Background: an optimization exercise with open tools, aiming at small area. Do not read the settings as production practice.
In this exercise RTL edits were held to simulation tests only and were not proved equivalent to the original.
Power and IR drop assume default switching activity.

## Top_Module_Controller_and_FIR
module Top_Module_Controller_and_FIR(ADC,clk,Find_Setting, rst_n, LED_Drive,DC_Comp,LED_IR,LED_RED,PGA_Gain,Out_IR_Filtered,Out_RED_Filtered);
For scale: about 1700 cells after synthesis, about 510 flip-flops, about 68 I/O pins.
export LEC_CHECK = 0
export CAP_MARGIN = 20
export CORE_MARGIN = 2
export CORE_UTILIZATION = 68
export GPL_ROUTABILITY_DRIVEN = 0
export SLEW_MARGIN = 20
export SYNTH_HIERARCHICAL = 1
create_clock -name core_clock -period 10.0 [get_ports {clk}]
standard.sh (not shown) runs the stock make flow with config.mk's settings and CLKGATE_MAP_FILE= SYNTH_SCRIPT=/design/flow/synth_recipe.tcl, a recipe that flattens the netlist after the stock synthesis.
==> flow/flow/run.sh <==
#!/bin/bash
# Layout flow: the standard ORFS flow (standard.sh: the standard synthesis,
# floorplan, power grid, tap cells, placement, CTS, routing), with two settings
# passed to it through the environment:
#  - every port still gets its own buffer, but the smallest one (buf_1);
#  - the clock tree uses clkbuf_8 sink clusters and no dummy loads.
# The whole make output goes to flow_make.log in this folder; ORFS also writes
# each step's log under orfs/logs/.
set -euo pipefail
export BUFFER_PORTS_ARGS="-buffer_cell sky130_fd_sc_hd__buf_1"
export CTS_ARGS="-sink_clustering_enable -repair_clock_nets -dont_use_dummy_load -buf_list sky130_fd_sc_hd__clkbuf_8 -sink_clustering_size 18 -sink_clustering_max_diameter 60"
bash standard.sh finish > flow_make.log 2>&1
The baseline produced a clean layout.
Next try:
GPL_ROUTABILITY_DRIVEN = unset   (was 0)
Cell count hardly moves.
Sequential power stays flat.
Critical path depth goes down by 1.
Clock-buffer cell count is unchanged.
Next try:
--- a/flow/flow/run.sh
+++ b/flow/flow/run.sh
@@ -11 +11 @@
-export CTS_ARGS="-sink_clustering_enable -repair_clock_nets -dont_use_dummy_load -buf_list sky130_fd_sc_hd__clkbuf_8 -sink_clustering_size 18 -sink_clustering_max_diameter 60"
+export CTS_ARGS="-sink_clustering_enable -repair_clock_nets -dont_use_dummy_load -buf_list sky130_fd_sc_hd__clkbuf_4 -root_buf sky130_fd_sc_hd__clkbuf_8 -tree_buf sky130_fd_sc_hd__clkbuf_8 -sink_clustering_size 12 -sink_clustering_max_diameter 40"
CORE_UTILIZATION = 60   (was 68)
=>
- hold slack got worse by 40 ps
- global-route usage goes down by 2.2 points
- total power grows slightly
- sequential power stays flat
- routed wire length grows by a few percent
- clock-buffer cell count climbs by 29
- setup slack loses 110 ps
- cell count went up by a few percent
- critical path depth rises by 1
- utilization falls by 7.9 points
Next try:
--- a/flow/flow/run.sh
+++ b/flow/flow/run.sh
@@ -11 +11 @@
-export CTS_ARGS="-sink_clustering_enable -repair_clock_nets -dont_use_dummy_load -buf_list sky130_fd_sc_hd__clkbuf_4 -root_buf sky130_fd_sc_hd__clkbuf_8 -tree_buf sky130_fd_sc_hd__clkbuf_8 -sink_clustering_size 12 -sink_clustering_max_diameter 40"
+export CTS_ARGS="-sink_clustering_enable -repair_clock_nets -dont_use_dummy_load -buf_list sky130_fd_sc_hd__clkbuf_8 -sink_clustering_size 18 -sink_clustering_max_diameter 60"
CORE_UTILIZATION = 75   (was 60)
Outcome: Die area goes down by 20%. Total power falls by 1.2%. Final cell count came out lower by 4.6%. Non-clock buffer count went up by 3. Global-route usage went up by 5.3 points.

---

the reference run:
Another version of the RTL of Top_Module_Controller_and_FIR (not shown whole).
Size in the first run: ~1800 cells after synthesis, about 0.022 mm^2 of cells after synthesis.
make LEC_CHECK=0 CAP_MARGIN=20 CORE_MARGIN=2 CORE_UTILIZATION=40 SLEW_MARGIN=20 SYNTH_HIERARCHICAL=1 finish   # period 10.0 ns
run.sh (not shown) runs the stock make flow with config.mk's settings and CLKGATE_MAP_FILE= SYNTH_SCRIPT=/design/flow/synth_recipe.tcl, a recipe that flattens the netlist after the stock synthesis.
Stock flow here: none of the scripts above is used.
The reference run was carried through to the last stage, and its layout satisfied the timing, design-rule and antenna checks.
What the trial run does differently from the reference run at the input level:
# the reference run
export LEC_CHECK = 0
export CAP_MARGIN = 20
export CORE_MARGIN = 2
export CORE_UTILIZATION = 40
export SLEW_MARGIN = 20
export SYNTH_HIERARCHICAL = 1
create_clock -name core_clock -period 10.0 [get_ports {clk}]
# the trial run
export LEC_CHECK = 0
export CAP_MARGIN = 20
export CORE_MARGIN = 2
export CORE_UTILIZATION = 60
export CTS_BUF_LIST = sky130_fd_sc_hd__clkbuf_4
export SLEW_MARGIN = 20
export SYNTH_HIERARCHICAL = 1
create_clock -name core_clock -period 10.0 [get_ports {clk}]
==> comparison <==
- Comparing the two runs side by side, the trial run comes out ahead of the reference run on worst setup slack.
- Sort the trial run and the reference run by die area desc -> top: the reference run
- Changes observed in the trial run relative to the reference run: clock power went down, peak clock frequency supported by timing shows no meaningful change, register-to-register slack flat, utilization rose 22 points.
- The trial run: TritonCTS buffer count 80 above the reference run
- The minimum clock period after layout number comes out lower for the trial run vs the reference run.
- As of the trial run, number of tap cells added at floorplan had fallen by more than a quarter compared to the reference run.
- The portion of total power attributed to the clock network in the trial run sits 3.9 points below the value recorded for the reference run.

---

RTL: one of the versions met above, not the one the previous note started from.
Size: ~68 I/O pins, about 21,000 µm² of cells after synthesis.
Design Top_Module_Controller_and_FIR, start of the top module:
module Top_Module_Controller_and_FIR(ADC,clk,Find_Setting, rst_n, LED_Drive,DC_Comp,LED_IR,LED_RED,PGA_Gain,Out_IR_Filtered,Out_RED_Filtered);
export LEC_CHECK = 0
export CAP_MARGIN = 20
export CORE_MARGIN = 2
export CORE_UTILIZATION = 60
export SLEW_MARGIN = 20
export SYNTH_HIERARCHICAL = 1
create_clock -name core_clock -period 10.0 [get_ports {clk}]
standard.sh (not shown) runs the stock make flow with config.mk's settings and CLKGATE_MAP_FILE= SYNTH_SCRIPT=/design/flow/synth_recipe.tcl, a recipe that flattens the netlist after the stock synthesis.
==> flow/flow/run.sh <==
#!/bin/bash
# Layout flow: the standard ORFS flow (standard.sh: the standard synthesis,
# floorplan, power grid, tap cells, placement, CTS, routing), with two settings
# passed to it through the environment:
#  - every port still gets its own buffer, but the smallest one (buf_1);
#  - the clock tree uses clkbuf_8 sink clusters and no dummy loads;
#  - timing-driven placement does not keep the buffers of its trial repairs.
# The whole make output goes to flow_make.log in this folder; ORFS also writes
# each step's log under orfs/logs/.
set -euo pipefail
export BUFFER_PORTS_ARGS="-buffer_cell sky130_fd_sc_hd__buf_1"
export CTS_ARGS="-sink_clustering_enable -repair_clock_nets -dont_use_dummy_load -buf_list sky130_fd_sc_hd__clkbuf_8 -sink_clustering_size 18 -sink_clustering_max_diameter 60"
export GPL_KEEP_OVERFLOW=0
bash standard.sh finish > flow_make.log 2>&1
Change:
--- a/flow/flow/run.sh
+++ b/flow/flow/run.sh
@@ -5,4 +5,3 @@
 #  - every port still gets its own buffer, but the smallest one (buf_1);
-#  - the clock tree uses clkbuf_8 sink clusters and no dummy loads;
-#  - timing-driven placement does not keep the buffers of its trial repairs.
+#  - the clock tree uses clkbuf_8 sink clusters and no dummy loads.
 # The whole make output goes to flow_make.log in this folder; ORFS also writes
@@ -12,3 +11,2 @@
 export CTS_ARGS="-sink_clustering_enable -repair_clock_nets -dont_use_dummy_load -buf_list sky130_fd_sc_hd__clkbuf_8 -sink_clustering_size 18 -sink_clustering_max_diameter 60"
-export GPL_KEEP_OVERFLOW=0
 bash standard.sh finish > flow_make.log 2>&1
--- a/flow/config.mk
+++ b/flow/config.mk
@@ -7,5 +7,6 @@
 export LEC_CHECK = 0
+export ABC_AREA = 1
 export CAP_MARGIN = 20
 export CORE_MARGIN = 2
-export CORE_UTILIZATION = 60
+export CORE_UTILIZATION = 68
 export SLEW_MARGIN = 20
After rerunning:
- The changed run passed the timing, design-rule and antenna checks
- worst setup slack improves by 0.092 ns
- via count increases by a little under a tenth
- non-clock buffer count is lower by 7
- cell area is lower slightly
- sequential cell count stays the same
- combinational power went up to 7.8 times its value
- cell count is higher by a few percent
- clock skew goes up by 0.010 ns
- area after synthesis increases slightly

==> static timing again, ports no longer ideal <==
How much do the figures lean on ideal ports? The routed layouts below were timed once more, with nothing changed but the port constraints. Step 1 assumes that a clkbuf_16 drives the clock port and a buf_2 every other input. Step 2, shift: input delay + t, output delay - t, t = (earliest + latest rising clock arrival at the registers) / 2. This alone moves slack from input paths to output paths. Slacks: ideal / step 1 / step 2; pairs: ideal / step 1.
run | t, ns | slack for setup (ns) | worst setup path after step 2 | clock arrival spread, ns | slew at the worst register clock pin (ns)
the first run of note 1 | 0.597 | 0.314 / 0.314 / 0.314 | register to register | 0.059 / 0.059 | 0.11 / 0.11
the second run of note 1 | 0.599 | 0.369 / 0.369 / 0.369 | register to register | 0.078 / 0.078 | 0.11 / 0.11
the third run of note 1 | 0.640 | 0.259 / 0.259 / 0.259 | register to register | 0.108 / 0.108 | 0.12 / 0.12
the fourth run of note 1 | 0.589 | 0.281 / 0.281 / 0.281 | register to register | 0.074 / 0.075 | 0.11 / 0.11
the reference run | 0.645 | 0.306 / 0.306 / 0.306 | register to register | 0.024 / 0.025 | 0.07 / 0.07
the trial run | 0.867 | 0.311 / 0.311 / 0.311 | register to register | 0.075 / 0.075 | 0.07 / 0.07
the first run of note 3 | 0.639 | 0.292 / 0.292 / 0.292 | register to register | 0.062 / 0.061 | 0.11 / 0.11
the second run of note 3 | 0.617 | 0.384 / 0.384 / 0.384 | register to register | 0.068 / 0.067 | 0.11 / 0.11
After both steps setup and hold are still met in every run listed.
